From an optimization exercise on the open Yosys and OpenROAD flow, aimed at small area, a short achievable clock period and few clock cycles per item; shortcuts taken in it are not production practice. Only simulation tests tie the RTL to the original design; equivalence was not proved. No activity file was given, so power comes from the tool's default toggle rates.

--- constraint.sdc ---
create_clock -name core_clock -period 5.0 [get_ports {clk}]
set_input_delay 1.0000 -clock core_clock [delete_from_list [all_inputs] [get_ports {clk}]]
set_output_delay 1.0000 -clock core_clock [all_outputs]
set_load 0.01 [all_outputs]
--- flow/run.sh ---
#!/bin/bash
# Standard layout, except: plain buf_1 cells as the port buffers, and a
# clock tree of clkbuf_4 cells without dummy loads.
export BUFFER_PORTS_ARGS="-buffer_cell sky130_fd_sc_hd__buf_1"
export CTS_ARGS="-sink_clustering_enable -repair_clock_nets -dont_use_dummy_load -root_buf sky130_fd_sc_hd__clkbuf_16 -buf_list \"sky130_fd_sc_hd__clkbuf_4 sky130_fd_sc_hd__clkbuf_8\""
bash standard.sh > standard.log 2>&1
--- config.mk ---
export PLATFORM = sky130hd
export DESIGN_NAME = booth_multiplier
export DESIGN_NICKNAME = booth_multiplier
export VERILOG_FILES = /design/flow/design.v
export SDC_FILE = /design/flow/constraint.sdc
export NUM_CORES = 4
export LEC_CHECK = 0
export CAP_MARGIN = 20
export CORE_MARGIN = 2
export CORE_UTILIZATION = 40
export GPL_ROUTABILITY_DRIVEN = 0
export PLACE_DENSITY = 0.75
export SETUP_SLACK_MARGIN = 2.0
export SLEW_MARGIN = 20
export SYNTH_HIERARCHICAL = 1
export SYNTH_MINIMUM_KEEP_SIZE = 0
--- design.v ---
module booth_multiplier(
    input         clk,
    input         reset_n,
    input         op_start,
    input         op_clear,
    input  [31:0] multiplier,
    input  [31:0] multiplicand,
    output        op_done,
    output [63:0] result
);
  reg       busy, done;
  reg [2:0] cnt;
  wire      idle = !busy && !done;
  wire      fin  = cnt[2];                        
  wire      last = (cnt == 3'd3);         
  reg  [31:0] m_q;           
  reg  [31:0] lo_q;          
  reg  [31:0] s_q, c_q;      
  reg  [7:0]  rs_q, rc_q;    
  reg         cy_q;          
  reg  [3:0]  one_q, two_q, ng_q;   
  function [11:0] enc;
    input [7:0] b;
    input       bm;
    integer i;
    reg [8:0] x;
    begin
      x = {b, bm};
      for (i = 0; i < 4; i = i + 1) begin
        enc[i]         = x[2*i+1] ^ x[2*i];
        enc[4+i]     = (x[2*i+2] & ~x[2*i+1] & ~x[2*i]) | (~x[2*i+2] & x[2*i+1] & x[2*i]);
        enc[8+i]   = x[2*i+2];
      end
    end
  endfunction
  wire [11:0] enc_next = busy ? enc(lo_q[15:8], lo_q[7]) : enc(multiplier[7:0], 1'b0);
  wire [32:0] mg0 = ({33{one_q[0]}} & {m_q[31], m_q}) | ({33{two_q[0]}} & {m_q, 1'b0});
  wire [32:0] pp0 = mg0 ^ {33{ng_q[0]}};
  wire [32:0] e0 = {~pp0[32], pp0[31:0]};
  wire [32:0] mg1 = ({33{one_q[1]}} & {m_q[31], m_q}) | ({33{two_q[1]}} & {m_q, 1'b0});
  wire [32:0] pp1 = mg1 ^ {33{ng_q[1]}};
  wire [32:0] e1 = {~pp1[32], pp1[31:0]};
  wire [32:0] mg2 = ({33{one_q[2]}} & {m_q[31], m_q}) | ({33{two_q[2]}} & {m_q, 1'b0});
  wire [32:0] pp2 = mg2 ^ {33{ng_q[2]}};
  wire [32:0] e2 = {~pp2[32], pp2[31:0]};
  wire [32:0] mg3 = ({33{one_q[3]}} & {m_q[31], m_q}) | ({33{two_q[3]}} & {m_q, 1'b0});
  wire [32:0] pp3 = mg3 ^ {33{ng_q[3]}};
  wire [32:0] e3 = {~pp3[32], pp3[31:0]};
  wire fs1;
  wire fc2;
  wire hs3;
  wire hc4;
  wire hs5;
  wire hc6;
  wire fs7;
  wire fc8;
  wire fs9;
  wire fc10;
  wire hs11;
  wire hc12;
  wire hs13;
  wire hc14;
  wire fs15;
  wire fc16;
  wire fs17;
  wire fc18;
  wire fs19;
  wire fc20;
  wire fs21;
  wire fc22;
  wire hs23;
  wire hc24;
  wire fs25;
  wire fc26;
  wire hs27;
  wire hc28;
  wire fs29;
  wire fc30;
  wire fs31;
  wire fc32;
  wire fs33;
  wire fc34;
  wire fs35;
  wire fc36;
  wire fs37;
  wire fc38;
  wire fs39;
  wire fc40;
  wire fs41;
  wire fc42;
  wire hs43;
  wire hc44;
  wire hs45;
  wire hc46;
  wire fs47;
  wire fc48;
  wire fs49;
  wire fc50;
  wire fs51;
  wire fc52;
  wire fs53;
  wire fc54;
  wire fs55;
  wire fc56;
  wire fs57;
  wire fc58;
  wire fs59;
  wire fc60;
  wire fs61;
  wire fc62;
  wire fs63;
  wire fc64;
  wire fs65;
  wire fc66;
  wire fs67;
  wire fc68;
  wire fs69;
  wire fc70;
  wire fs71;
  wire fc72;
  wire fs73;
  wire fc74;
  wire hs75;
  wire hc76;
  wire fs77;
  wire fc78;
  wire fs79;
  wire fc80;
  wire fs81;
  wire fc82;
  wire fs83;
  wire fc84;
  wire fs85;
  wire fc86;
  wire fs87;
  wire fc88;
  wire fs89;
  wire fc90;
  wire fs91;
  wire fc92;
  wire fs93;
  wire fc94;
  wire hs95;
  wire hc96;
  wire fs97;
  wire fc98;
  wire fs99;
  wire fc100;
  wire fs101;
  wire fc102;
  wire fs103;
  wire fc104;
  wire fs105;
  wire fc106;
  wire fs107;
  wire fc108;
  wire fs109;
  wire fc110;
  wire fs111;
  wire fc112;
  wire fs113;
  wire fc114;
  wire hs115;
  wire hc116;
  wire fs117;
  wire fc118;
  wire fs119;
  wire fc120;
  wire fs121;
  wire fc122;
  wire fs123;
  wire fc124;
  wire fs125;
  wire fc126;
  wire fs127;
  wire fc128;
  wire fs129;
  wire fc130;
  wire fs131;
  wire fc132;
  wire fs133;
  wire fc134;
  wire hs135;
  wire hc136;
  wire fs137;
  wire fc138;
  wire fs139;
  wire fc140;
  wire fs141;
  wire fc142;
  wire fs143;
  wire fc144;
  wire fs145;
  wire fc146;
  wire fs147;
  wire fc148;
  wire fs149;
  wire fc150;
  wire fs151;
  wire fc152;
  wire fs153;
  wire fc154;
  wire hs155;
  wire hc156;
  wire fs157;
  wire fc158;
  wire fs159;
  wire fc160;
  wire fs161;
  wire fc162;
  wire fs163;
  wire fc164;
  wire fs165;
  wire fc166;
  wire fs167;
  wire fc168;
  wire fs169;
  wire fc170;
  wire fs171;
  wire fc172;
  wire fs173;
  wire fc174;
  wire hs175;
  wire hc176;
  wire fs177;
  wire fc178;
  wire fs179;
  wire fc180;
  wire fs181;
  wire fc182;
  wire fs183;
  wire fc184;
  wire fs185;
  wire fc186;
  wire fs187;
  wire fc188;
  wire fs189;
  wire fc190;
  wire fs191;
  wire fc192;
  wire fs193;
  wire fc194;
  wire hs195;
  wire hc196;
  wire fs197;
  wire fc198;
  wire fs199;
  wire fc200;
  wire fs201;
  wire fc202;
  wire fs203;
  wire fc204;
  wire fs205;
  wire fc206;
  wire fs207;
  wire fc208;
  wire fs209;
  wire fc210;
  wire fs211;
  wire fc212;
  wire fs213;
  wire fc214;
  wire hs215;
  wire hc216;
  wire fs217;
  wire fc218;
  wire fs219;
  wire fc220;
  wire fs221;
  wire fc222;
  wire fs223;
  wire fc224;
  wire fs225;
  wire fc226;
  wire fs227;
  wire fc228;
  wire fs229;
  wire fc230;
  wire fs231;
  wire fc232;
  wire fs233;
  wire fc234;
  wire hs235;
  wire hc236;
  wire fs237;
  wire fc238;
  wire fs239;
  wire fc240;
  wire fs241;
  wire fc242;
  wire fs243;
  wire fc244;
  wire fs245;
  wire fc246;
  wire fs247;
  wire fc248;
  wire fs249;
  wire fc250;
  wire fs251;
  wire fc252;
  wire fs253;
  wire fc254;
  wire hs255;
  wire hc256;
  wire fs257;
  wire fc258;
  wire fs259;
  wire fc260;
  wire fs261;
  wire fc262;
  wire fs263;
  wire fc264;
  wire fs265;
  wire fc266;
  wire fs267;
  wire fc268;
  wire fs269;
  wire fc270;
  wire fs271;
  wire fc272;
  wire fs273;
  wire fc274;
  wire hs275;
  wire hc276;
  wire fs277;
  wire fc278;
  wire fs279;
  wire fc280;
  wire fs281;
  wire fc282;
  wire fs283;
  wire fc284;
  wire fs285;
  wire fc286;
  wire fs287;
  wire fc288;
  wire fs289;
  wire fc290;
  wire fs291;
  wire fc292;
  wire fs293;
  wire fc294;
  wire fs295;
  wire fc296;
  wire hs297;
  wire hc298;
  wire fs299;
  wire fc300;
  wire fs301;
  wire fc302;
  wire fs303;
  wire fc304;
  wire fs305;
  wire fc306;
  wire fs307;
  wire fc308;
  wire fs309;
  wire fc310;
  wire hs311;
  wire hc312;
  wire hs313;
  wire hc314;
  wire fs315;
  wire fc316;
  wire fs317;
  wire fc318;
  wire hs319;
  wire hc320;
  wire hs321;
  wire hc322;
  wire fs323;
  wire fc324;
  mul_fa u_fs1 (.a(c_q[0]), .b(ng_q[0]), .ci(s_q[0]), .s(fs1), .co(fc2));
  mul_ha u_hs3 (.a(c_q[1]), .b(s_q[1]), .s(hs3), .c(hc4));
  mul_ha u_hs5 (.a(hs3), .b(fc2), .s(hs5), .c(hc6));
  mul_fa u_fs7 (.a(c_q[2]), .b(ng_q[1]), .ci(s_q[2]), .s(fs7), .co(fc8));
  mul_fa u_fs9 (.a(hc4), .b(fs7), .ci(e0[2]), .s(fs9), .co(fc10));
  mul_ha u_hs11 (.a(e1[0]), .b(hc6), .s(hs11), .c(hc12));
  mul_ha u_hs13 (.a(c_q[3]), .b(s_q[3]), .s(hs13), .c(hc14));
  mul_fa u_fs15 (.a(hs13), .b(fc8), .ci(e0[3]), .s(fs15), .co(fc16));
  mul_fa u_fs17 (.a(e1[1]), .b(hc12), .ci(fc10), .s(fs17), .co(fc18));
  mul_fa u_fs19 (.a(c_q[4]), .b(ng_q[2]), .ci(s_q[4]), .s(fs19), .co(fc20));
  mul_fa u_fs21 (.a(hc14), .b(fs19), .ci(e0[4]), .s(fs21), .co(fc22));
  mul_ha u_hs23 (.a(e1[2]), .b(e2[0]), .s(hs23), .c(hc24));
  mul_fa u_fs25 (.a(hs23), .b(fc16), .ci(fs21), .s(fs25), .co(fc26));
  mul_ha u_hs27 (.a(c_q[5]), .b(s_q[5]), .s(hs27), .c(hc28));
  mul_fa u_fs29 (.a(hs27), .b(fc20), .ci(e0[5]), .s(fs29), .co(fc30));
  mul_fa u_fs31 (.a(e1[3]), .b(e2[1]), .ci(hc24), .s(fs31), .co(fc32));
  mul_fa u_fs33 (.a(fc22), .b(fs29), .ci(fs31), .s(fs33), .co(fc34));
  mul_fa u_fs35 (.a(c_q[6]), .b(ng_q[3]), .ci(s_q[6]), .s(fs35), .co(fc36));
  mul_fa u_fs37 (.a(hc28), .b(fs35), .ci(e0[6]), .s(fs37), .co(fc38));
  mul_fa u_fs39 (.a(e1[4]), .b(e2[2]), .ci(e3[0]), .s(fs39), .co(fc40));
  mul_fa u_fs41 (.a(fc30), .b(fs37), .ci(fs39), .s(fs41), .co(fc42));
  mul_ha u_hs43 (.a(fc32), .b(fs41), .s(hs43), .c(hc44));
  mul_ha u_hs45 (.a(c_q[7]), .b(s_q[7]), .s(hs45), .c(hc46));
  mul_fa u_fs47 (.a(hs45), .b(fc36), .ci(e0[7]), .s(fs47), .co(fc48));
  mul_fa u_fs49 (.a(e1[5]), .b(e2[3]), .ci(e3[1]), .s(fs49), .co(fc50));
  mul_fa u_fs51 (.a(fc38), .b(fc40), .ci(fs47), .s(fs51), .co(fc52));
  mul_fa u_fs53 (.a(fs49), .b(fc42), .ci(fs51), .s(fs53), .co(fc54));
  mul_fa u_fs55 (.a(c_q[8]), .b(s_q[8]), .ci(hc46), .s(fs55), .co(fc56));
  mul_fa u_fs57 (.a(last), .b(e0[8]), .ci(e1[6]), .s(fs57), .co(fc58));
  mul_fa u_fs59 (.a(e2[4]), .b(e3[2]), .ci(fs55), .s(fs59), .co(fc60));
  mul_fa u_fs61 (.a(fc48), .b(fc50), .ci(fs57), .s(fs61), .co(fc62));
  mul_fa u_fs63 (.a(fs59), .b(fc52), .ci(fs61), .s(fs63), .co(fc64));
  mul_fa u_fs65 (.a(c_q[9]), .b(s_q[9]), .ci(last), .s(fs65), .co(fc66));
  mul_fa u_fs67 (.a(e0[9]), .b(e1[7]), .ci(e2[5]), .s(fs67), .co(fc68));
  mul_fa u_fs69 (.a(e3[3]), .b(fc56), .ci(fs65), .s(fs69), .co(fc70));
  mul_fa u_fs71 (.a(fc58), .b(fs67), .ci(fc60), .s(fs71), .co(fc72));
  mul_fa u_fs73 (.a(fs69), .b(fc62), .ci(fs71), .s(fs73), .co(fc74));
  mul_ha u_hs75 (.a(c_q[10]), .b(s_q[10]), .s(hs75), .c(hc76));
  mul_fa u_fs77 (.a(hs75), .b(e0[10]), .ci(e1[8]), .s(fs77), .co(fc78));
  mul_fa u_fs79 (.a(e2[6]), .b(e3[4]), .ci(fc66), .s(fs79), .co(fc80));
  mul_fa u_fs81 (.a(fc68), .b(fs77), .ci(fc70), .s(fs81), .co(fc82));
  mul_fa u_fs83 (.a(fs79), .b(fc72), .ci(fs81), .s(fs83), .co(fc84));
  mul_fa u_fs85 (.a(c_q[11]), .b(s_q[11]), .ci(hc76), .s(fs85), .co(fc86));
  mul_fa u_fs87 (.a(last), .b(e0[11]), .ci(e1[9]), .s(fs87), .co(fc88));
  mul_fa u_fs89 (.a(e2[7]), .b(e3[5]), .ci(fs85), .s(fs89), .co(fc90));
  mul_fa u_fs91 (.a(fc78), .b(fs87), .ci(fc80), .s(fs91), .co(fc92));
  mul_fa u_fs93 (.a(fs89), .b(fc82), .ci(fs91), .s(fs93), .co(fc94));
  mul_ha u_hs95 (.a(c_q[12]), .b(s_q[12]), .s(hs95), .c(hc96));
  mul_fa u_fs97 (.a(hs95), .b(e0[12]), .ci(e1[10]), .s(fs97), .co(fc98));
  mul_fa u_fs99 (.a(e2[8]), .b(e3[6]), .ci(fc86), .s(fs99), .co(fc100));
  mul_fa u_fs101 (.a(fc88), .b(fs97), .ci(fc90), .s(fs101), .co(fc102));
  mul_fa u_fs103 (.a(fs99), .b(fc92), .ci(fs101), .s(fs103), .co(fc104));
  mul_fa u_fs105 (.a(c_q[13]), .b(s_q[13]), .ci(hc96), .s(fs105), .co(fc106));
  mul_fa u_fs107 (.a(last), .b(e0[13]), .ci(e1[11]), .s(fs107), .co(fc108));
  mul_fa u_fs109 (.a(e2[9]), .b(e3[7]), .ci(fs105), .s(fs109), .co(fc110));
  mul_fa u_fs111 (.a(fc98), .b(fs107), .ci(fc100), .s(fs111), .co(fc112));
  mul_fa u_fs113 (.a(fs109), .b(fc102), .ci(fs111), .s(fs113), .co(fc114));
  mul_ha u_hs115 (.a(c_q[14]), .b(s_q[14]), .s(hs115), .c(hc116));
  mul_fa u_fs117 (.a(hs115), .b(e0[14]), .ci(e1[12]), .s(fs117), .co(fc118));
  mul_fa u_fs119 (.a(e2[10]), .b(e3[8]), .ci(fc106), .s(fs119), .co(fc120));
  mul_fa u_fs121 (.a(fc108), .b(fs117), .ci(fc110), .s(fs121), .co(fc122));
  mul_fa u_fs123 (.a(fs119), .b(fc112), .ci(fs121), .s(fs123), .co(fc124));
  mul_fa u_fs125 (.a(c_q[15]), .b(s_q[15]), .ci(hc116), .s(fs125), .co(fc126));
  mul_fa u_fs127 (.a(last), .b(e0[15]), .ci(e1[13]), .s(fs127), .co(fc128));
  mul_fa u_fs129 (.a(e2[11]), .b(e3[9]), .ci(fs125), .s(fs129), .co(fc130));
  mul_fa u_fs131 (.a(fc118), .b(fs127), .ci(fc120), .s(fs131), .co(fc132));
  mul_fa u_fs133 (.a(fs129), .b(fc122), .ci(fs131), .s(fs133), .co(fc134));
  mul_ha u_hs135 (.a(c_q[16]), .b(s_q[16]), .s(hs135), .c(hc136));
  mul_fa u_fs137 (.a(hs135), .b(e0[16]), .ci(e1[14]), .s(fs137), .co(fc138));
  mul_fa u_fs139 (.a(e2[12]), .b(e3[10]), .ci(fc126), .s(fs139), .co(fc140));
  mul_fa u_fs141 (.a(fc128), .b(fs137), .ci(fc130), .s(fs141), .co(fc142));
  mul_fa u_fs143 (.a(fs139), .b(fc132), .ci(fs141), .s(fs143), .co(fc144));
  mul_fa u_fs145 (.a(c_q[17]), .b(s_q[17]), .ci(hc136), .s(fs145), .co(fc146));
  mul_fa u_fs147 (.a(last), .b(e0[17]), .ci(e1[15]), .s(fs147), .co(fc148));
  mul_fa u_fs149 (.a(e2[13]), .b(e3[11]), .ci(fs145), .s(fs149), .co(fc150));
  mul_fa u_fs151 (.a(fc138), .b(fs147), .ci(fc140), .s(fs151), .co(fc152));
  mul_fa u_fs153 (.a(fs149), .b(fc142), .ci(fs151), .s(fs153), .co(fc154));
  mul_ha u_hs155 (.a(c_q[18]), .b(s_q[18]), .s(hs155), .c(hc156));
  mul_fa u_fs157 (.a(hs155), .b(e0[18]), .ci(e1[16]), .s(fs157), .co(fc158));
  mul_fa u_fs159 (.a(e2[14]), .b(e3[12]), .ci(fc146), .s(fs159), .co(fc160));
  mul_fa u_fs161 (.a(fc148), .b(fs157), .ci(fc150), .s(fs161), .co(fc162));
  mul_fa u_fs163 (.a(fs159), .b(fc152), .ci(fs161), .s(fs163), .co(fc164));
  mul_fa u_fs165 (.a(c_q[19]), .b(s_q[19]), .ci(hc156), .s(fs165), .co(fc166));
  mul_fa u_fs167 (.a(last), .b(e0[19]), .ci(e1[17]), .s(fs167), .co(fc168));
  mul_fa u_fs169 (.a(e2[15]), .b(e3[13]), .ci(fs165), .s(fs169), .co(fc170));
  mul_fa u_fs171 (.a(fc158), .b(fs167), .ci(fc160), .s(fs171), .co(fc172));
  mul_fa u_fs173 (.a(fs169), .b(fc162), .ci(fs171), .s(fs173), .co(fc174));
  mul_ha u_hs175 (.a(c_q[20]), .b(s_q[20]), .s(hs175), .c(hc176));
  mul_fa u_fs177 (.a(hs175), .b(e0[20]), .ci(e1[18]), .s(fs177), .co(fc178));
  mul_fa u_fs179 (.a(e2[16]), .b(e3[14]), .ci(fc166), .s(fs179), .co(fc180));
  mul_fa u_fs181 (.a(fc168), .b(fs177), .ci(fc170), .s(fs181), .co(fc182));
  mul_fa u_fs183 (.a(fs179), .b(fc172), .ci(fs181), .s(fs183), .co(fc184));
  mul_fa u_fs185 (.a(c_q[21]), .b(s_q[21]), .ci(hc176), .s(fs185), .co(fc186));
  mul_fa u_fs187 (.a(last), .b(e0[21]), .ci(e1[19]), .s(fs187), .co(fc188));
  mul_fa u_fs189 (.a(e2[17]), .b(e3[15]), .ci(fs185), .s(fs189), .co(fc190));
  mul_fa u_fs191 (.a(fc178), .b(fs187), .ci(fc180), .s(fs191), .co(fc192));
  mul_fa u_fs193 (.a(fs189), .b(fc182), .ci(fs191), .s(fs193), .co(fc194));
  mul_ha u_hs195 (.a(c_q[22]), .b(s_q[22]), .s(hs195), .c(hc196));
  mul_fa u_fs197 (.a(hs195), .b(e0[22]), .ci(e1[20]), .s(fs197), .co(fc198));
  mul_fa u_fs199 (.a(e2[18]), .b(e3[16]), .ci(fc186), .s(fs199), .co(fc200));
  mul_fa u_fs201 (.a(fc188), .b(fs197), .ci(fc190), .s(fs201), .co(fc202));
  mul_fa u_fs203 (.a(fs199), .b(fc192), .ci(fs201), .s(fs203), .co(fc204));
  mul_fa u_fs205 (.a(c_q[23]), .b(s_q[23]), .ci(hc196), .s(fs205), .co(fc206));
  mul_fa u_fs207 (.a(last), .b(e0[23]), .ci(e1[21]), .s(fs207), .co(fc208));
  mul_fa u_fs209 (.a(e2[19]), .b(e3[17]), .ci(fs205), .s(fs209), .co(fc210));
  mul_fa u_fs211 (.a(fc198), .b(fs207), .ci(fc200), .s(fs211), .co(fc212));
  mul_fa u_fs213 (.a(fs209), .b(fc202), .ci(fs211), .s(fs213), .co(fc214));
  mul_ha u_hs215 (.a(c_q[24]), .b(s_q[24]), .s(hs215), .c(hc216));
  mul_fa u_fs217 (.a(hs215), .b(e0[24]), .ci(e1[22]), .s(fs217), .co(fc218));
  mul_fa u_fs219 (.a(e2[20]), .b(e3[18]), .ci(fc206), .s(fs219), .co(fc220));
  mul_fa u_fs221 (.a(fc208), .b(fs217), .ci(fc210), .s(fs221), .co(fc222));
  mul_fa u_fs223 (.a(fs219), .b(fc212), .ci(fs221), .s(fs223), .co(fc224));
  mul_fa u_fs225 (.a(c_q[25]), .b(s_q[25]), .ci(hc216), .s(fs225), .co(fc226));
  mul_fa u_fs227 (.a(last), .b(e0[25]), .ci(e1[23]), .s(fs227), .co(fc228));
  mul_fa u_fs229 (.a(e2[21]), .b(e3[19]), .ci(fs225), .s(fs229), .co(fc230));
  mul_fa u_fs231 (.a(fc218), .b(fs227), .ci(fc220), .s(fs231), .co(fc232));
  mul_fa u_fs233 (.a(fs229), .b(fc222), .ci(fs231), .s(fs233), .co(fc234));
  mul_ha u_hs235 (.a(c_q[26]), .b(s_q[26]), .s(hs235), .c(hc236));
  mul_fa u_fs237 (.a(hs235), .b(e0[26]), .ci(e1[24]), .s(fs237), .co(fc238));
  mul_fa u_fs239 (.a(e2[22]), .b(e3[20]), .ci(fc226), .s(fs239), .co(fc240));
  mul_fa u_fs241 (.a(fc228), .b(fs237), .ci(fc230), .s(fs241), .co(fc242));
  mul_fa u_fs243 (.a(fs239), .b(fc232), .ci(fs241), .s(fs243), .co(fc244));
  mul_fa u_fs245 (.a(c_q[27]), .b(s_q[27]), .ci(hc236), .s(fs245), .co(fc246));
  mul_fa u_fs247 (.a(last), .b(e0[27]), .ci(e1[25]), .s(fs247), .co(fc248));
  mul_fa u_fs249 (.a(e2[23]), .b(e3[21]), .ci(fs245), .s(fs249), .co(fc250));
  mul_fa u_fs251 (.a(fc238), .b(fs247), .ci(fc240), .s(fs251), .co(fc252));
  mul_fa u_fs253 (.a(fs249), .b(fc242), .ci(fs251), .s(fs253), .co(fc254));
  mul_ha u_hs255 (.a(c_q[28]), .b(s_q[28]), .s(hs255), .c(hc256));
  mul_fa u_fs257 (.a(hs255), .b(e0[28]), .ci(e1[26]), .s(fs257), .co(fc258));
  mul_fa u_fs259 (.a(e2[24]), .b(e3[22]), .ci(fc246), .s(fs259), .co(fc260));
  mul_fa u_fs261 (.a(fc248), .b(fs257), .ci(fc250), .s(fs261), .co(fc262));
  mul_fa u_fs263 (.a(fs259), .b(fc252), .ci(fs261), .s(fs263), .co(fc264));
  mul_fa u_fs265 (.a(c_q[29]), .b(s_q[29]), .ci(hc256), .s(fs265), .co(fc266));
  mul_fa u_fs267 (.a(last), .b(e0[29]), .ci(e1[27]), .s(fs267), .co(fc268));
  mul_fa u_fs269 (.a(e2[25]), .b(e3[23]), .ci(fs265), .s(fs269), .co(fc270));
  mul_fa u_fs271 (.a(fc258), .b(fs267), .ci(fc260), .s(fs271), .co(fc272));
  mul_fa u_fs273 (.a(fs269), .b(fc262), .ci(fs271), .s(fs273), .co(fc274));
  mul_ha u_hs275 (.a(c_q[30]), .b(s_q[30]), .s(hs275), .c(hc276));
  mul_fa u_fs277 (.a(hs275), .b(e0[30]), .ci(e1[28]), .s(fs277), .co(fc278));
  mul_fa u_fs279 (.a(e2[26]), .b(e3[24]), .ci(fc266), .s(fs279), .co(fc280));
  mul_fa u_fs281 (.a(fc268), .b(fs277), .ci(fc270), .s(fs281), .co(fc282));
  mul_fa u_fs283 (.a(fs279), .b(fc272), .ci(fs281), .s(fs283), .co(fc284));
  mul_fa u_fs285 (.a(c_q[31]), .b(s_q[31]), .ci(hc276), .s(fs285), .co(fc286));
  mul_fa u_fs287 (.a(last), .b(e0[31]), .ci(e1[29]), .s(fs287), .co(fc288));
  mul_fa u_fs289 (.a(e2[27]), .b(e3[25]), .ci(fs285), .s(fs289), .co(fc290));
  mul_fa u_fs291 (.a(fc278), .b(fs287), .ci(fc280), .s(fs291), .co(fc292));
  mul_fa u_fs293 (.a(fs289), .b(fc282), .ci(fs291), .s(fs293), .co(fc294));
  mul_fa u_fs295 (.a(e0[32]), .b(e1[30]), .ci(e2[28]), .s(fs295), .co(fc296));
  mul_ha u_hs297 (.a(e3[26]), .b(fc286), .s(hs297), .c(hc298));
  mul_fa u_fs299 (.a(hs297), .b(fc288), .ci(fs295), .s(fs299), .co(fc300));
  mul_fa u_fs301 (.a(fc290), .b(fc292), .ci(fs299), .s(fs301), .co(fc302));
  mul_fa u_fs303 (.a(last), .b(e1[31]), .ci(e2[29]), .s(fs303), .co(fc304));
  mul_fa u_fs305 (.a(e3[27]), .b(hc298), .ci(fc296), .s(fs305), .co(fc306));
  mul_fa u_fs307 (.a(fs303), .b(fs305), .ci(fc300), .s(fs307), .co(fc308));
  mul_fa u_fs309 (.a(e1[32]), .b(e2[30]), .ci(e3[28]), .s(fs309), .co(fc310));
  mul_ha u_hs311 (.a(fc304), .b(fs309), .s(hs311), .c(hc312));
  mul_ha u_hs313 (.a(hs311), .b(fc306), .s(hs313), .c(hc314));
  mul_fa u_fs315 (.a(last), .b(e2[31]), .ci(e3[29]), .s(fs315), .co(fc316));
  mul_fa u_fs317 (.a(fc310), .b(fs315), .ci(hc312), .s(fs317), .co(fc318));
  mul_ha u_hs319 (.a(e2[32]), .b(e3[30]), .s(hs319), .c(hc320));
  mul_ha u_hs321 (.a(hs319), .b(fc316), .s(hs321), .c(hc322));
  mul_fa u_fs323 (.a(last), .b(e3[31]), .ci(hc320), .s(fs323), .co(fc324));
  wire [39:0] sn = {last, e3[32], hc322, fc318, hc314, fc308, fc302, fc294, fc284, fc274, fc264, fc254, fc244, fc234, fc224, fc214, fc204, fc194, fc184, fc174, fc164, fc154, fc144, fc134, fc124, fc114, fc104, fc94, fc84, fc74, fc64, fc54, hc44, fc34, fc26, fc18, fs15, fs9, e0[1], e0[0]};
  wire [39:0] cn = {1'b0, fc324, fs323, hs321, fs317, hs313, fs307, fs301, fs293, fs283, fs273, fs263, fs253, fs243, fs233, fs223, fs213, fs203, fs193, fs183, fs173, fs163, fs153, fs143, fs133, fs123, fs113, fs103, fs93, fs83, fs73, fs63, fs53, hs43, fs33, fs25, fs17, hs11, hs5, fs1};
  wire [39:0] ad_sum;
  wire        ad_cy;                     
  mul_add40 u_ad (.a({s_q, rs_q}), .b({c_q, rc_q}), .ci(cy_q), .s(ad_sum), .ct(ad_cy));
  assign op_done = done;
  assign result  = {s_q[31:0], lo_q};
  always @(posedge clk or negedge reset_n) begin
    if (!reset_n) begin
      busy <= 1'b0;
      done <= 1'b0;
    end else if (op_clear) begin
      busy <= 1'b0;
      done <= 1'b0;
    end else if (idle) begin
      busy <= op_start;
    end else if (busy && fin) begin
      busy <= 1'b0;
      done <= 1'b1;
    end
  end
  always @(posedge clk) begin
    cnt <= busy ? cnt + 3'd1 : 3'd0;
    if (!busy)
      m_q <= multiplicand;
    if (idle)
      lo_q <= multiplier;
    else if (busy)
      lo_q <= {ad_sum[7:0], lo_q[31:8]};
    if (idle)
      s_q  <= 0;
    else if (busy)
      s_q  <= fin ? ad_sum[39:8] : sn[39:8];
    c_q  <= busy ? cn[39:8] : 32'd0;
    rs_q <= busy ? sn[7:0] : 8'd0;
    rc_q <= busy ? cn[7:0] : 8'd0;
    cy_q <= busy & ad_cy;
    {ng_q, two_q, one_q} <= enc_next;
  end
endmodule
module mul_fa(input a, input b, input ci, output s, output co);
  assign s  = a ^ b ^ ci;
  assign co = (a & b) | (ci & (a ^ b));
endmodule
module mul_ha(input a, input b, output s, output c);
  assign s = a ^ b;
  assign c = a & b;
endmodule
module mul_add40(input [39:0] a, input [39:0] b, input ci, output [39:0] s, output ct);
  wire [39:0] p = a ^ b;
  wire [39:0] g0 = a & b;
  wire [39:0] g = {g0[39:1], g0[0] | (p[0] & ci)};
  wire gg1 = g[1] | (p[1] & g[0]);
  wire pq2 = p[1] & p[0];
  wire gg3 = g[3] | (p[3] & g[2]);
  wire pq4 = p[3] & p[2];
  wire gg5 = g[5] | (p[5] & g[4]);
  wire pq6 = p[5] & p[4];
  wire gg7 = g[7] | (p[7] & g[6]);
  wire pq8 = p[7] & p[6];
  wire gg9 = g[9] | (p[9] & g[8]);
  wire pq10 = p[9] & p[8];
  wire gg11 = g[11] | (p[11] & g[10]);
  wire pq12 = p[11] & p[10];
  wire gg13 = g[13] | (p[13] & g[12]);
  wire pq14 = p[13] & p[12];
  wire gg15 = g[15] | (p[15] & g[14]);
  wire pq16 = p[15] & p[14];
  wire gg17 = g[17] | (p[17] & g[16]);
  wire pq18 = p[17] & p[16];
  wire gg19 = g[19] | (p[19] & g[18]);
  wire pq20 = p[19] & p[18];
  wire gg21 = g[21] | (p[21] & g[20]);
  wire pq22 = p[21] & p[20];
  wire gg23 = g[23] | (p[23] & g[22]);
  wire pq24 = p[23] & p[22];
  wire gg25 = g[25] | (p[25] & g[24]);
  wire pq26 = p[25] & p[24];
  wire gg27 = g[27] | (p[27] & g[26]);
  wire pq28 = p[27] & p[26];
  wire gg29 = g[29] | (p[29] & g[28]);
  wire pq30 = p[29] & p[28];
  wire gg31 = g[31] | (p[31] & g[30]);
  wire pq32 = p[31] & p[30];
  wire gg33 = g[33] | (p[33] & g[32]);
  wire pq34 = p[33] & p[32];
  wire gg35 = g[35] | (p[35] & g[34]);
  wire pq36 = p[35] & p[34];
  wire gg37 = g[37] | (p[37] & g[36]);
  wire pq38 = p[37] & p[36];
  wire gg39 = g[39] | (p[39] & g[38]);
  wire pq40 = p[39] & p[38];
  wire gg41 = g[2] | (p[2] & gg1);
  wire pq42 = p[2] & pq2;
  wire gg43 = gg3 | (pq4 & gg1);
  wire pq44 = pq4 & pq2;
  wire gg45 = g[6] | (p[6] & gg5);
  wire pq46 = p[6] & pq6;
  wire gg47 = gg7 | (pq8 & gg5);
  wire pq48 = pq8 & pq6;
  wire gg49 = g[10] | (p[10] & gg9);
  wire pq50 = p[10] & pq10;
  wire gg51 = gg11 | (pq12 & gg9);
  wire pq52 = pq12 & pq10;
  wire gg53 = g[14] | (p[14] & gg13);
  wire pq54 = p[14] & pq14;
  wire gg55 = gg15 | (pq16 & gg13);
  wire pq56 = pq16 & pq14;
  wire gg57 = g[18] | (p[18] & gg17);
  wire pq58 = p[18] & pq18;
  wire gg59 = gg19 | (pq20 & gg17);
  wire pq60 = pq20 & pq18;
  wire gg61 = g[22] | (p[22] & gg21);
  wire pq62 = p[22] & pq22;
  wire gg63 = gg23 | (pq24 & gg21);
  wire pq64 = pq24 & pq22;
  wire gg65 = g[26] | (p[26] & gg25);
  wire pq66 = p[26] & pq26;
  wire gg67 = gg27 | (pq28 & gg25);
  wire pq68 = pq28 & pq26;
  wire gg69 = g[30] | (p[30] & gg29);
  wire pq70 = p[30] & pq30;
  wire gg71 = gg31 | (pq32 & gg29);
  wire pq72 = pq32 & pq30;
  wire gg73 = g[34] | (p[34] & gg33);
  wire pq74 = p[34] & pq34;
  wire gg75 = gg35 | (pq36 & gg33);
  wire pq76 = pq36 & pq34;
  wire gg77 = g[38] | (p[38] & gg37);
  wire pq78 = p[38] & pq38;
  wire gg79 = gg39 | (pq40 & gg37);
  wire pq80 = pq40 & pq38;
  wire gg81 = g[4] | (p[4] & gg43);
  wire pq82 = p[4] & pq44;
  wire gg83 = gg5 | (pq6 & gg43);
  wire pq84 = pq6 & pq44;
  wire gg85 = gg45 | (pq46 & gg43);
  wire pq86 = pq46 & pq44;
  wire gg87 = gg47 | (pq48 & gg43);
  wire pq88 = pq48 & pq44;
  wire gg89 = g[12] | (p[12] & gg51);
  wire pq90 = p[12] & pq52;
  wire gg91 = gg13 | (pq14 & gg51);
  wire pq92 = pq14 & pq52;
  wire gg93 = gg53 | (pq54 & gg51);
  wire pq94 = pq54 & pq52;
  wire gg95 = gg55 | (pq56 & gg51);
  wire pq96 = pq56 & pq52;
  wire gg97 = g[20] | (p[20] & gg59);
  wire pq98 = p[20] & pq60;
  wire gg99 = gg21 | (pq22 & gg59);
  wire pq100 = pq22 & pq60;
  wire gg101 = gg61 | (pq62 & gg59);
  wire pq102 = pq62 & pq60;
  wire gg103 = gg63 | (pq64 & gg59);
  wire pq104 = pq64 & pq60;
  wire gg105 = g[28] | (p[28] & gg67);
  wire pq106 = p[28] & pq68;
  wire gg107 = gg29 | (pq30 & gg67);
  wire pq108 = pq30 & pq68;
  wire gg109 = gg69 | (pq70 & gg67);
  wire pq110 = pq70 & pq68;
  wire gg111 = gg71 | (pq72 & gg67);
  wire pq112 = pq72 & pq68;
  wire gg113 = g[36] | (p[36] & gg75);
  wire pq114 = p[36] & pq76;
  wire gg115 = gg37 | (pq38 & gg75);
  wire pq116 = pq38 & pq76;
  wire gg117 = gg77 | (pq78 & gg75);
  wire pq118 = pq78 & pq76;
  wire gg119 = gg79 | (pq80 & gg75);
  wire pq120 = pq80 & pq76;
  wire gg121 = g[8] | (p[8] & gg87);
  wire pq122 = p[8] & pq88;
  wire gg123 = gg9 | (pq10 & gg87);
  wire pq124 = pq10 & pq88;
  wire gg125 = gg49 | (pq50 & gg87);
  wire pq126 = pq50 & pq88;
  wire gg127 = gg51 | (pq52 & gg87);
  wire pq128 = pq52 & pq88;
  wire gg129 = gg89 | (pq90 & gg87);
  wire pq130 = pq90 & pq88;
  wire gg131 = gg91 | (pq92 & gg87);
  wire pq132 = pq92 & pq88;
  wire gg133 = gg93 | (pq94 & gg87);
  wire pq134 = pq94 & pq88;
  wire gg135 = gg95 | (pq96 & gg87);
  wire pq136 = pq96 & pq88;
  wire gg137 = g[24] | (p[24] & gg103);
  wire pq138 = p[24] & pq104;
  wire gg139 = gg25 | (pq26 & gg103);
  wire pq140 = pq26 & pq104;
  wire gg141 = gg65 | (pq66 & gg103);
  wire pq142 = pq66 & pq104;
  wire gg143 = gg67 | (pq68 & gg103);
  wire pq144 = pq68 & pq104;
  wire gg145 = gg105 | (pq106 & gg103);
  wire pq146 = pq106 & pq104;
  wire gg147 = gg107 | (pq108 & gg103);
  wire pq148 = pq108 & pq104;
  wire gg149 = gg109 | (pq110 & gg103);
  wire pq150 = pq110 & pq104;
  wire gg151 = gg111 | (pq112 & gg103);
  wire pq152 = pq112 & pq104;
  wire gg153 = g[16] | (p[16] & gg135);
  wire pq154 = p[16] & pq136;
  wire gg155 = gg17 | (pq18 & gg135);
  wire pq156 = pq18 & pq136;
  wire gg157 = gg57 | (pq58 & gg135);
  wire pq158 = pq58 & pq136;
  wire gg159 = gg59 | (pq60 & gg135);
  wire pq160 = pq60 & pq136;
  wire gg161 = gg97 | (pq98 & gg135);
  wire pq162 = pq98 & pq136;
  wire gg163 = gg99 | (pq100 & gg135);
  wire pq164 = pq100 & pq136;
  wire gg165 = gg101 | (pq102 & gg135);
  wire pq166 = pq102 & pq136;
  wire gg167 = gg103 | (pq104 & gg135);
  wire pq168 = pq104 & pq136;
  wire gg169 = gg137 | (pq138 & gg135);
  wire pq170 = pq138 & pq136;
  wire gg171 = gg139 | (pq140 & gg135);
  wire pq172 = pq140 & pq136;
  wire gg173 = gg141 | (pq142 & gg135);
  wire pq174 = pq142 & pq136;
  wire gg175 = gg143 | (pq144 & gg135);
  wire pq176 = pq144 & pq136;
  wire gg177 = gg145 | (pq146 & gg135);
  wire pq178 = pq146 & pq136;
  wire gg179 = gg147 | (pq148 & gg135);
  wire pq180 = pq148 & pq136;
  wire gg181 = gg149 | (pq150 & gg135);
  wire pq182 = pq150 & pq136;
  wire gg183 = gg151 | (pq152 & gg135);
  wire pq184 = pq152 & pq136;
  wire gg185 = g[32] | (p[32] & gg183);
  wire pq186 = p[32] & pq184;
  wire gg187 = gg33 | (pq34 & gg183);
  wire pq188 = pq34 & pq184;
  wire gg189 = gg73 | (pq74 & gg183);
  wire pq190 = pq74 & pq184;
  wire gg191 = gg75 | (pq76 & gg183);
  wire pq192 = pq76 & pq184;
  wire gg193 = gg113 | (pq114 & gg183);
  wire pq194 = pq114 & pq184;
  wire gg195 = gg115 | (pq116 & gg183);
  wire pq196 = pq116 & pq184;
  wire gg197 = gg117 | (pq118 & gg183);
  wire pq198 = pq118 & pq184;
  wire gg199 = gg119 | (pq120 & gg183);
  wire pq200 = pq120 & pq184;
  assign s = p ^ {gg197, gg195, gg193, gg191, gg189, gg187, gg185, gg183, gg181, gg179, gg177, gg175, gg173, gg171, gg169, gg167, gg165, gg163, gg161, gg159, gg157, gg155, gg153, gg135, gg133, gg131, gg129, gg127, gg125, gg123, gg121, gg87, gg85, gg83, gg81, gg43, gg41, gg1, g[0], ci};
  assign ct = gg87;
endmodule
--- standard.sh ---
#!/bin/bash
# synth_recipe.tcl (not shown) runs the flow's synth.tcl, then flattens the netlist and writes it again
# the make line also repeats each setting of config.mk as NAME=value (left out here)
make -C /OpenROAD-flow-scripts/flow DESIGN_CONFIG=/design/flow/config.mk WORK_HOME=/design/flow/orfs CLKGATE_MAP_FILE= SYNTH_SCRIPT=/design/flow/synth_recipe.tcl "${@:-finish}"
==> metrics.md, run 1 <==
| Metric | Value |
|---|---|
| Area share of the largest cell type after synthesis | `21.99%` |
| Post-Syn Area | `13,200 µm²` |
| DRC viols | `0` |
| Cell area power density | `529.9 nW/µm²` |
| Period Utilization, post-route | `58.76%` |
| Clk Latency, worst-skew pair | `0.40 ns` |
| Global route overflow | `0` |
| GRT Resource Usage Total | `19.90%` |
| Clock tree buffer depth | `2` |
| Max Fclk | `0.3404 GHz` |
| Slew @ Worst Pin | `0.7454 ns` |
| Ys flop type | `dfxtp_1` |
| Post-Route WL | `33,300 µm` |
| Post-Layout Cell Count | `1,646` |
| Min-delay worst type | `primary input to asynchronous set/reset pin` |
| Drt wl/cell | `20.23 µm` |
| I/O pin count | `133` |
| HPWL Detailed | `24,160 µm` |
| Setup Skew | `0.03570 ns` |
| WP data required | `5.25 ns` |
| #FFs+latches synth | `161` |
| Die height | `185.7 µm` |
| Max-capacitance violation count | `0` |
| Critical path's most frequent cell | `o21ai_0` |
| Setup Crit Path Kind | `flop to flop` |
| Crit path time final | `2.938 ns` |
| CP max stage cell | `o21ai_0` |
| Crit path DAT | `3.19 ns` |
| Setup TNS | `0 ns` |
| Cells after Synth | `1,127` |
| Hold slack final | `0.3933 ns` |
| Distinct cell type count after synthesis | `64` |
| Vias in the first global route | `9,599` |
| Number of synthesized flops with an enable pin | `64` |
| Clk Tree Root Cell | `clkbuf_16` |
| H-Tree Depth | `4` |
| Setup repair after global routing missed its margin | `true` |
| Status | `no timing/DRC/antenna violations` |
| Final hold violations | `0` |
| Final setup fails | `0` |
| Core area | `32,540 µm²` |
| Antenna Nets Post-Route | `0` |
| CTS Buf Count | `17` |
| Std cell rows | `66` |
| Antenna violations before repair | `0` |
| Net count, final | `1,482` |
| Crit-path cells | `ha_1 > a21oi_1 > o21ai_0 > a21oi_2 > o21ai_0 > a21o_2 > fa_2 > mux2i_1 > o21ai_0` |
| Yosys warnings | `7` |
| Leak | `5.620 nW` |
| Top post-synthesis cells by area | `fa_1, edfxtp_1, dfxtp_1, xnor2_1, a22oi_1` |
| Port Buffers | `132` |
| Slew margin rel. | `50.31%` |
| Initial DRC Count | `787` |
| Share of layout cells above drive strength 1 | `11.54%` |
| Die Wd | `185.7 µm` |
| Vias per cell | `5.509` |
| CTS tree | `done` |
| Routed vias | `9,068` |
| Initial core utilization | `40.58%` |
| Seq/Total Area, Yosys | `29.34%` |
| CTS Sinks | `161` |
| Share of flip-flops with an asynchronous set or reset | `1.242%` |
| Worst vdd ir | `227.8 µV` |
| First-pass GRT wire length | `52,050 µm` |
| CTS clk-pin slew, worst paths | `0.07 ns` |
| Diode count | `0` |
| Setup crit end kind | `flop` |
| Fin. max-slew vios | `0` |
| Synth area leader | `fa_1` |
| Post-synthesis average cell area | `11.71 µm²` |
| Critical path fanouts, max | `4` |
| Synthesis-to-layout area growth | `7.667%` |
| DR pass1 iterations | `5` |
| Slowest cell delay on critical path | `0.58 ns` |
| Cells after DPL | `1,616` |
| Die area | `34,480 µm²` |
| Crit start category | `flop` |
| Largest net degree at the start of global routing | `71` |
## stage by stage
| step | power [W] | util [%] | setup slack (ns) | cell area, µm² |
|---|---|---|---|---|
| floorplan | 0.005340 | - | 2.089 | 13220 |
| global placement | 0.006536 | 42.18 | 1.521 | 13720 |
| detailed placement | 0.006729 | 42.24 | 1.533 | 13740 |
| CTS | 0.007533 | 43.21 | 2.017 | 14060 |
| global route | 0.008280 | 43.69 | 1.910 | 14210 |
| finish | 0.007533 | 43.69 | 2.062 | 14210 |
## metal layers
layer / GRT usage, % / vias to the layer above / wire length, µm
met5: 0 / - / 0
met4: 8.283 / 0 / 1096
met3: 4.383 / 75 / 2111
met2: 32.36 / 354 / 16060
met1: 25.70 / 4563 / 14030
li1: - / 4076 / -
## final timing paths
path,cells past startpoint,endpoint,start,slack [ns]
worst max-delay path,9,s_q[24],s_q[9],2.06
worst min-delay path,1,busy,reset_n,0.39
worst max register to register,9,s_q[24],s_q[9],2.06
worst min register to register,1,cnt[0],cnt[0],0.42
max in group asynchronous,1,busy,reset_n,4.47
min in group core_clock,1,cnt[0],cnt[0],0.42
## cells by family (layout without fill, tap and decap cells)
family | after synthesis | in the layout | synth area share [%]
buffers and inverters | 123 | 199 | 5.610
AOI/OAI and AO/OA | 241 | 241 | 13.21
adders and majority gates | 208 | 208 | 27.96
xor gates and xnor gates | 171 | 171 | 11.34
muxes | 66 | 66 | 6.160
other | 1 | 2 | 0.02840
and+or+nand+nor | 156 | 156 | 6.350
DFF | 161 | 161 | 29.34
## critical path: cells and delay by family (launching register included)
family / cells / cell delay (ns)
compound gates: 6 / 1.49
flops: 1 / 0.37
mux: 1 / 0.14
fa+ha+maj: 2 / 0.80
## per-module statistics from Yosys (local to each module, per instance)
module	cells	times used	flip-flops and latches	area, µm²
mul_ha	1	24	0	12.51
mul_add40	203	1	0	1628
booth_multiplier	762	1	161	8512
mul_fa	1	138	0	20.02
## layout by cell type (no fill, tap or decap), drive strengths merged, types with 2 or more instances in the layout
master | Yosys | routed
o21ai | 50 | 50
dfxtp | 95 | 95
a221oi | 2 | 2
nand3 | 33 | 33
nor2b | 3 | 3
a22oi | 124 | 124
xnor2 | 147 | 147
a21oi | 28 | 28
nor3 | 5 | 5
nand2 | 29 | 29
edfxtp | 64 | 64
nor2 | 21 | 21
nand4 | 2 | 2
clkbuf | 11 | 17
a21o | 12 | 12
inv | 22 | 21
o21bai | 3 | 3
and3 | 3 | 3
ha | 63 | 63
mux2i | 31 | 31
conb | 1 | 2
and3b | 3 | 3
a211oi | 2 | 2
o2111ai | 2 | 2
fa | 145 | 145
xor2 | 24 | 24
a31oi | 6 | 6
nor3b | 2 | 2
nand3b | 3 | 3
dfrtp | 2 | 2
o41ai | 2 | 2
and2 | 50 | 50
mux2 | 35 | 35
buf | 90 | 160
## sequential cells by signal (all words and copies together), names as in the netlist
signal / flops
cnt: 3
ng_q: 4
m_q: 32
s_q: 32
lo_q: 32
c_q: 31
cy_q: 1
one_q: 4
two_q: 4
rs_q: 8
done: 1
rc_q: 8
busy: 1
## synth_stat cells, types with 27 or more instances
| library cell | number |
|---|---|
| nand3_1 | 33 |
| edfxtp_1 | 64 |
| nand2_1 | 28 |
| dfxtp_1 | 95 |
| o21ai_0 | 40 |
| a21oi_1 | 27 |
| a22oi_1 | 111 |
| and2_1 | 50 |
| buf_2 | 63 |
| mux2_4 | 29 |
| ha_1 | 63 |
| xnor2_1 | 147 |
| fa_1 | 145 |
| mux2i_1 | 31 |
## power breakdown
group	internal, W	switching [W]
Combinational	0.00224	0.00245
Clock	0.000321	0.000432
Sequential	0.00168	0.000409
Total	0.00424	0.00329
## what timing repair did
item | in CTS | in global routing
endpoints found under the setup margin | 62 | 39
gates resized for setup | 13 | 33
hold buffers | 0 | 0
buffers inserted | 5 | 8
pin swaps | 2 | 8
## final cells by class
type	instances	area, µm²
inverters	22	83.83
flip-flops and latches	161	3913
clock buffers	17	245.2
repair buffers	160	744.5
well taps	442	553.0
multi-input cells	844	8676
fillers	3092	18320
Testbench counts, summed over its fixed seeds: cycles 11,192, items 1,600.
==> inputs of run 2 (changes only) <==
--- a/config.mk
+++ b/config.mk
@@ -7,9 +7,8 @@
 export LEC_CHECK = 0
-export CAP_MARGIN = 20
+export CAP_MARGIN = 5
 export CORE_MARGIN = 2
 export CORE_UTILIZATION = 40
-export GPL_ROUTABILITY_DRIVEN = 0
 export PLACE_DENSITY = 0.75
 export SETUP_SLACK_MARGIN = 2.0
-export SLEW_MARGIN = 20
+export SLEW_MARGIN = 5
 export SYNTH_HIERARCHICAL = 1
==> metrics.md, run 2 <==
| Metric | Value |
|---|---|
| Setup Skew | `0.03335 ns (-0.002349 ns)` |
| Largest net degree at the start of global routing | `71 (unchanged)` |
| Crit path time final | `2.975 ns (+0.03765 ns)` |
| Most frequent cells in the layout | `xnor2_1, fa_1, buf_1` |
| Post-Syn Area | `13,200 µm² (unchanged)` |
| Ys flop type | `dfxtp_1` |
| Vias in the first global route | `9,577 (-0.23%)` |
| DRC viols | `0 (unchanged)` |
| CTS tree | `done` |
| Port Buffers | `132 (unchanged)` |
| Internal Power | `0.004238 W (about the same)` |
| Share of layout cells above drive strength 1 | `11.72% (+0.18 points)` |
| Top post-synthesis cells by area | `fa_1, edfxtp_1, dfxtp_1, xnor2_1, a22oi_1` |
| HPWL Detailed | `24,010 µm (-0.65%)` |
| Core area | `32,540 µm² (unchanged)` |
| Final setup fails | `0 (unchanged)` |
| Antenna violations before repair | `0 (unchanged)` |
| Antenna Nets Post-Route | `0 (unchanged)` |
| CTS Buf Count | `17 (unchanged)` |
| Clk Tree Root Cell | `clkbuf_16` |
| CP max stage cell | `fa_2` |
| WP data required | `5.26 ns (about the same)` |
| Final hold violations | `0 (unchanged)` |
| Die height | `185.7 µm (unchanged)` |
| Initial DRC Count | `796 (+1.1%)` |
| Setup TNS | `0 ns (unchanged)` |
| Power share of the clock group | `10.1% (about the same)` |
| Setup repair after global routing missed its margin | `true` |
| Post-Layout Cell Count | `1,645 (-0.061%)` |
| Die area | `34,480 µm² (unchanged)` |
| Global route overflow | `0 (unchanged)` |
| Sequential Power Share | `27.9% (+0.2 points)` |
| CP top delay family | `compound AO/OA/AOI/OAI gates` |
| Placer Congestion | `0.9009` |
| Crit path DAT | `3.24 ns (+0.05 ns)` |
| Cell area power density | `530.3 nW/µm² (about the same)` |
| First-pass GRT wire length | `52,210 µm (+0.32%)` |
| Combinational share of power | `62.0% (-0.3 points)` |
| Diode count | `0 (unchanged)` |
| Slowest cell delay on critical path | `0.43 ns (-0.15 ns)` |
| Commonest cells post-synth | `xnor2_1, fa_1, a22oi_1` |
| Synth area leader | `fa_1` |
| GRT Resource Usage Total | `19.85% (-0.053 points)` |
| Clock tree buffer depth | `2 (unchanged)` |
| H-Tree Depth | `4 (unchanged)` |
| Critical path's most frequent cell | `fa_2` |
| Total power | `0.007539 W (about the same)` |
| Post-Route WL | `33,360 µm (+0.18%)` |
| Setup Crit Path Kind | `flop to flop` |
| Slew margin rel. | `17.59% (-33 points)` |
| Min-delay worst type | `primary input to asynchronous set/reset pin` |
| Die Wd | `185.7 µm (unchanged)` |
| Crit start category | `flop` |
| Slew @ Worst Pin | `1.235 ns (+0.4893 ns)` |
| Share of flip-flops with an asynchronous set or reset | `1.242% (unchanged)` |
| Psw | `0.003301 W (+0.29%)` |
| Initial core utilization | `40.58% (unchanged)` |
| DR pass1 iterations | `6 (+1)` |
| Worst vdd ir | `226.2 µV (-0.70%)` |
| Vias per cell | `5.535 (+0.47%)` |
| Leak | `5.617 nW (about the same)` |
| I/O pin count | `133 (unchanged)` |
| Commonest non-fill, non-tap cell in the layout | `xnor2_1` |
| Cells after Synth | `1,127 (unchanged)` |
| Period Utilization, post-route | `59.51% (+0.75 points)` |
| Distinct cell type count after synthesis | `64 (unchanged)` |
| Number of synthesized flops with an enable pin | `64 (unchanged)` |
| Routed vias | `9,105 (+0.41%)` |
| Seq/Total Area, Yosys | `29.34% (unchanged)` |
| Most frequent cell after synthesis | `xnor2_1` |
| Max-capacitance violation count | `0 (unchanged)` |
| Drt wl/cell | `20.28 µm (+0.24%)` |
| Setup crit end kind | `flop` |
| Critical path fanouts, max | `4 (unchanged)` |
| Std cell rows | `66 (unchanged)` |
| Post-synthesis average cell area | `11.71 µm² (unchanged)` |
| Yosys warnings | `7 (unchanged)` |
| Largest registers | `lo_q x32, m_q x32, s_q x32` |
| Crit-path cells | `inv_2 > fa_2 > inv_2 > fa_2 > a21o_1 > o21ai_2 > a32o_2 > o41ai_4 > buf_6 > a21o_4 > fa_2 > mux2i_1 > o21ai_1` |
| Net count, final | `1,481 (-0.067%)` |
| Area share of the largest cell type after synthesis | `21.99% (unchanged)` |
| Max Fclk | `0.3361 GHz (-1.3%)` |
| Clk Latency, worst-skew pair | `0.40 ns (about the same)` |
| Net Sw Frac | `43.79% (+0.094 points)` |
| #FFs+latches synth | `161 (unchanged)` |
| CP bufs+invs | `3 (+3)` |
| Fin. max-slew vios | `0 (unchanged)` |
| CTS Sinks | `161 (unchanged)` |
| Status | `no timing/DRC/antenna violations` |
| CTS clk-pin slew, worst paths | `0.08 ns (about the same)` |
| Cells after DPL | `1,615 (-0.062%)` |
| Hold slack final | `0.3929 ns (-0.0004020 ns)` |
| Synthesis-to-layout area growth | `7.676% (about the same)` |
-- run 2: cell counts after synthesis --
No cell type changed its count.
-- run 2: final timing paths --
check	from	to	slack, ns	cells past startpoint
max	rs_q[0]	s_q[24]	2.02	13
min	reset_n	done	0.39	1
max reg2reg	rs_q[0]	s_q[24]	2.02	13
min reg2reg	cnt[0]	cnt[0]	0.43	1
max in group asynchronous	reset_n	busy	4.47	1
min in group core_clock	cnt[0]	cnt[0]	0.43	1
-- run 2: final cells by class --
type / instances / area [µm²]
Clock buffer: 17 / 245.2
Multi-Input combinational cell: 844 / 8701
Fill cell: 3064 / 18320
Tap cell: 442 / 553.0
Inverter: 22 / 83.83
Sequential cell: 161 / 3913
Timing Repair Buffer: 159 / 720.7
-- run 2: cell families (layout without fill, tap and decap cells) --
family	after synthesis	after routing	synth area share, %
AO/OA/AOI/OAI	241	241	13.21
adder cells (fa/ha/maj)	208	208	27.96
XOR/XNOR	171	171	11.34
flip-flops	161	161	29.34
AND/OR/NAND/NOR	156	156	6.350
buffers and inverters	123	198	5.610
multiplexers	66	66	6.160
other	1	2	0.02840
-- run 2: power groups by stage --
stage	Sequential (W)	Combinational (W)	Clock (W)
after floorplan	0.00195	0.00339	0
after global placement	0.00211	0.00442	0
after detailed placement	0.00212	0.00461	0
after CTS	0.00210	0.00466	0.000781
after global routing	0.00214	0.00528	0.000836
final	0.00210	0.00468	0.000761
-- run 2: metrics by stage --
stage	area, µm²	utilization (%)	setup WS (ns)
CTS	14040	43.15	2.005
global placement	13720	42.18	1.521
global route	14220	43.69	1.869
finish	14220	43.69	2.025
floorplan	13220	-	2.089
detailed placement	13720	42.18	1.476
-- run 2: timing repair --
| action | in CTS | in global routing |
|---|---|---|
| resized for setup | 15 | 36 |
| setup buffers | 5 | 8 |
| setup endpoints to repair | 66 | 30 |
| pin swaps | 2 | 16 |
| hold buffers | 0 | 0 |
| gates cloned | 0 | 0 |
-- run 2: worst reg2reg max path: cells and delay by family, from the launching register on --
kind | cells | cell delay (ns)
adder cells (fa/ha/maj) | 3 | 0.99
flip-flops | 1 | 0.32
AO/OA/AOI/OAI | 6 | 1.08
buffers and inverters | 3 | 0.31
multiplexers | 1 | 0.15
-- run 2: routing by layer --
metal | GRT usage (%) | part of all wire [%] | vias up
li1 | - | - | 4066
met4 | 7.087 | 2.8 | 0
met3 | 4.539 | 7.8 | 69
met2 | 32.55 | 49 | 391
met5 | 0 | 0 | -
met1 | 25.76 | 41 | 4579
-- run 2: modules after synthesis, one instance, submodules excluded --
| module | times used | area, µm² | cells |
|---|---|---|---|
| booth_multiplier | 1 | 8512 | 762 |
| mul_ha | 24 | 12.51 | 1 |
| mul_add40 | 1 | 1628 | 203 |
| mul_fa | 138 | 20.02 | 1 |
==> inputs of run 3 (changes only) <==
==> flow/run.sh (replaced) <==
#!/bin/bash
# Standard layout, except: plain buf_1 cells as the port buffers, and a
# clock tree of clkbuf_4/8 cells under a clkbuf_16 root, without dummy loads.
export BUFFER_PORTS_ARGS="-buffer_cell sky130_fd_sc_hd__buf_1"
export CTS_ARGS="-sink_clustering_enable -repair_clock_nets -dont_use_dummy_load -root_buf sky130_fd_sc_hd__clkbuf_16 -buf_list \"sky130_fd_sc_hd__clkbuf_4 sky130_fd_sc_hd__clkbuf_8\""
export SKIP_GATE_CLONING=1
bash standard.sh > standard.log 2>&1
--- a/config.mk
+++ b/config.mk
@@ -7,8 +7,8 @@
 export LEC_CHECK = 0
-export CAP_MARGIN = 5
+export CAP_MARGIN = 20
 export CORE_MARGIN = 2
 export CORE_UTILIZATION = 40
-export PLACE_DENSITY = 0.75
+export PLACE_DENSITY = 0.6
 export SETUP_SLACK_MARGIN = 2.0
-export SLEW_MARGIN = 5
+export SLEW_MARGIN = 20
 export SYNTH_HIERARCHICAL = 1
==> metrics.md, run 3 <==
| Metric | Value |
|---|---|
| Commonest non-fill, non-tap cell in the layout | `xnor2_1` |
| Net count, final | `1,481 (unchanged)` |
| Place WS | `1.467 ns (-0.009160 ns)` |
| Antenna violations before repair | `0 (unchanged)` |
| CP max stage cell | `o41ai_2` |
| Clock tree buffer depth | `2 (unchanged)` |
| Crit path time final | `2.993 ns (+0.01705 ns)` |
| Post-Route WL | `33,590 µm (+0.69%)` |
| Antenna Nets Post-Route | `0 (unchanged)` |
| Crit path DAT | `3.25 ns (about the same)` |
| HPWL Detailed | `23,940 µm (-0.29%)` |
| Worst vdd ir | `226.5 µV (+0.13%)` |
| Final instance area | `14,200 µm² (-0.12%)` |
| Seq/Total Area, Yosys | `29.34% (unchanged)` |
| WP data required | `5.26 ns (about the same)` |
| Die Wd | `185.7 µm (unchanged)` |
| Initial DRC Count | `803 (+0.88%)` |
| CTS Sinks | `161 (unchanged)` |
| Largest net degree at the start of global routing | `100 (+41%)` |
| Share of layout cells above drive strength 1 | `11.22% (-0.50 points)` |
| Core area | `32,540 µm² (unchanged)` |
| Core Util, Final | `43.64% (-0.054 points)` |
| Area share of the largest cell type after synthesis | `21.99% (unchanged)` |
| Vias in the first global route | `9,182 (-4.1%)` |
| Post-CTS Hold Buffers | `0 (unchanged)` |
| Crit start category | `flop` |
| Most frequent cells in the layout | `xnor2_1, fa_1, buf_1` |
| Slew @ Worst Pin | `1.017 ns (-0.2180 ns)` |
| Die area | `34,480 µm² (unchanged)` |
| Ys flop type | `dfxtp_1` |
| Placer Congestion | `0.8577 (-4.8%)` |
| Global route overflow | `0 (unchanged)` |
| DRC viols | `0 (unchanged)` |
| Final hold violations | `0 (unchanged)` |
| Distinct cell type count after synthesis | `64 (unchanged)` |
| GRT Resource Usage Total | `20.37% (+0.52 points)` |
| Share of flip-flops with an asynchronous set or reset | `1.242% (unchanged)` |
| Cells after Synth | `1,127 (unchanged)` |
| Number of synthesized flops with an enable pin | `64 (unchanged)` |
| I/O pin count | `133 (unchanged)` |
| Drt wl/cell | `20.42 µm (+0.69%)` |
| Slew margin rel. | `32.14% (+15 points)` |
| Fin. max-slew vios | `0 (unchanged)` |
| Min-delay worst type | `primary input to asynchronous set/reset pin` |
| Routed vias | `8,868 (-2.6%)` |
| CTS Buf Count | `17 (unchanged)` |
| Commonest cells post-synth | `xnor2_1, fa_1, a22oi_1` |
| Synth area leader | `fa_1` |
| First-pass GRT wire length | `53,010 µm (+1.5%)` |
| Critical path fanouts, max | `3 (-1)` |
| DR pass1 iterations | `5 (-1)` |
| Crit-path cells | `inv_1 > fa_2 > inv_2 > fa_2 > a21o_1 > o21ai_2 > a32o_2 > o21bai_1 > a21o_1 > a211o_1 > o41ai_2 > xnor2_1 > mux2i_1 > o21ai_1` |
| Vias per cell | `5.391 (-2.6%)` |
| Setup TNS | `0 ns (unchanged)` |
| Max-capacitance violation count | `0 (unchanged)` |
| Period Utilization, post-route | `59.85% (+0.34 points)` |
| Clk Tree Root Cell | `clkbuf_16` |
| Placement-stage cell area | `13,740 µm² (about the same)` |
| H-Tree Depth | `4 (unchanged)` |
| Port Buffers | `132 (unchanged)` |
| Diode count | `0 (unchanged)` |
| Final setup fails | `0 (unchanged)` |
| Setup Skew | `0.03497 ns (+0.001625 ns)` |
| Post-synthesis average cell area | `11.71 µm² (unchanged)` |
| CTS clk-pin slew, worst paths | `0.10 ns (+0.02 ns)` |
| Max Fclk | `0.3342 GHz (-0.57%)` |
| CTS tree | `done` |
| #FFs+latches synth | `161 (unchanged)` |
| Std cell rows | `66 (unchanged)` |
| Clk Latency, worst-skew pair | `0.40 ns (about the same)` |
| Die height | `185.7 µm (unchanged)` |
| Post-Syn Area | `13,200 µm² (unchanged)` |
| Setup crit end kind | `flop` |
| Cell area power density | `525.2 nW/µm² (-0.97%)` |
| Most frequent cell after synthesis | `xnor2_1` |
| Top post-synthesis cells by area | `fa_1, edfxtp_1, dfxtp_1, xnor2_1, a22oi_1` |
| Slowest cell delay on critical path | `0.34 ns (-0.09 ns)` |
| Final setup margin | `2.007 ns (-0.01705 ns)` |
| Largest registers | `lo_q x32, m_q x32, s_q x32` |
| Setup repair after global routing missed its margin | `true` |
| Synthesis-to-layout area growth | `7.543%` |
| Leak | `5.614 nW (about the same)` |
| Setup Crit Path Kind | `flop to flop` |
| Yosys warnings | `7 (unchanged)` |
| Status | `no timing/DRC/antenna violations` |
| Initial core utilization | `40.58% (unchanged)` |
run 3: kinds of logic after synthesis:
| group | synth area share [%] |
|---|---|
| XOR/XNOR | 11.34 |
| AND/OR/NAND/NOR | 6.350 |
| buffers and inverters | 5.610 |
| other | 0.02840 |
| AO/OA/AOI/OAI | 13.21 |
| adder cells (fa/ha/maj) | 27.96 |
| flip-flops | 29.34 |
| multiplexers | 6.160 |
run 3: path summary, 6_finish.rpt:
| path | endpoint | cells past startpoint | from | slack, ns |
|---|---|---|---|---|
| worst min-delay path | done | 1 | reset_n | 0.41 |
| max in group asynchronous | busy | 1 | reset_n | 4.44 |
| worst max-delay path | s_q[7] | 14 | cy_q | 2.01 |
| worst min register to register | cnt[0] | 1 | cnt[0] | 0.41 |
| worst max register to register | s_q[7] | 14 | cy_q | 2.01 |
| min in group core_clock | cnt[0] | 1 | cnt[0] | 0.41 |
run 3: critical path, delay by kind of cell (launching register included):
family / cells / cell delay (ns)
AO/OA/AOI/OAI: 8 / 1.62
adder cells (fa/ha/maj): 2 / 0.52
flip-flops: 1 / 0.31
multiplexers: 1 / 0.16
XOR/XNOR: 1 / 0.14
buffers and inverters: 2 / 0.10
run 3: layout make-up:
type                       count  area (µm²)
sequential                   161        3908
tap                          442       553.0
timing repair buffer         159       738.2
fill                        3126       18340
clock buffer                  17       245.2
inverter                      22       83.83
multi-input combinational    844        8671
run 3: stage by stage:
step	hold slack [ns]	std cells	power (W)
4_1_cts	0.3922	1640	0.007503
3_3_place_gp	0.4008	1616	0.006621
6_report	0.4112	1645	0.007457
2_1_floorplan	0.3896	1128	0.005340
3_5_place_dp	0.4062	1616	0.006689
5_1_grt	0.3941	1645	0.008244
run 3: timing repair:
| action | 4_1_cts | 5_1_grt |
|---|---|---|
| buffers inserted | 7 | 5 |
| gates resized for setup | 13 | 28 |
| endpoints found under the setup margin | 59 | 46 |
| pin swaps | 6 | 9 |
run 3: report_power, final:
group	internal (W)	switching, W
registers	0.00168	0.000428
logic	0.00221	0.00236
clock network	0.000322	0.000458
run 3: Yosys stat by module, one instance, submodules excluded:
module            flip-flops and latches  area (µm²)
booth_multiplier                     161        8512
mul_fa                                 0       20.02
mul_ha                                 0       12.51
mul_add40                              0        1628
run 3: layer usage:
metal	GRT usage [%]	wire length, µm	up-vias
met2	33.07	16280	275
met4	5.638	456	0
li1	-	-	4070
met5	0	0	-
met3	3.111	1842	34
met1	28.34	15010	4489

[afterwards: timing with drivers on the ports]
How much do the figures lean on ideal ports? The routed layouts below were timed once more, with nothing changed but the port constraints.
Step 1: set_driving_cell puts a clkbuf_16 on clk and a buf_2 on each other input, an assumption about the parent block.
Step 2 moves the port delays by t, midway between the first and last clock arrival at a register: inputs arrive t later, outputs are due t later. That takes back most of the time a late clock gives input paths.
Three values: ideal ports, drivers, drivers and shift; two values: the first two.
run	t (ns)	setup slack, ns	slew at the worst register clock pin (ns)	cell pins on the clock port's net
run 1	0.433	2.062 / 2.062 / 2.062	0.10 / 0.10	1
run 2	0.434	2.025 / 2.025 / 2.025	0.09 / 0.09	1
run 3	0.431	2.007 / 2.007 / 2.007	0.10 / 0.10	1
After both steps every run listed still meets setup and hold.
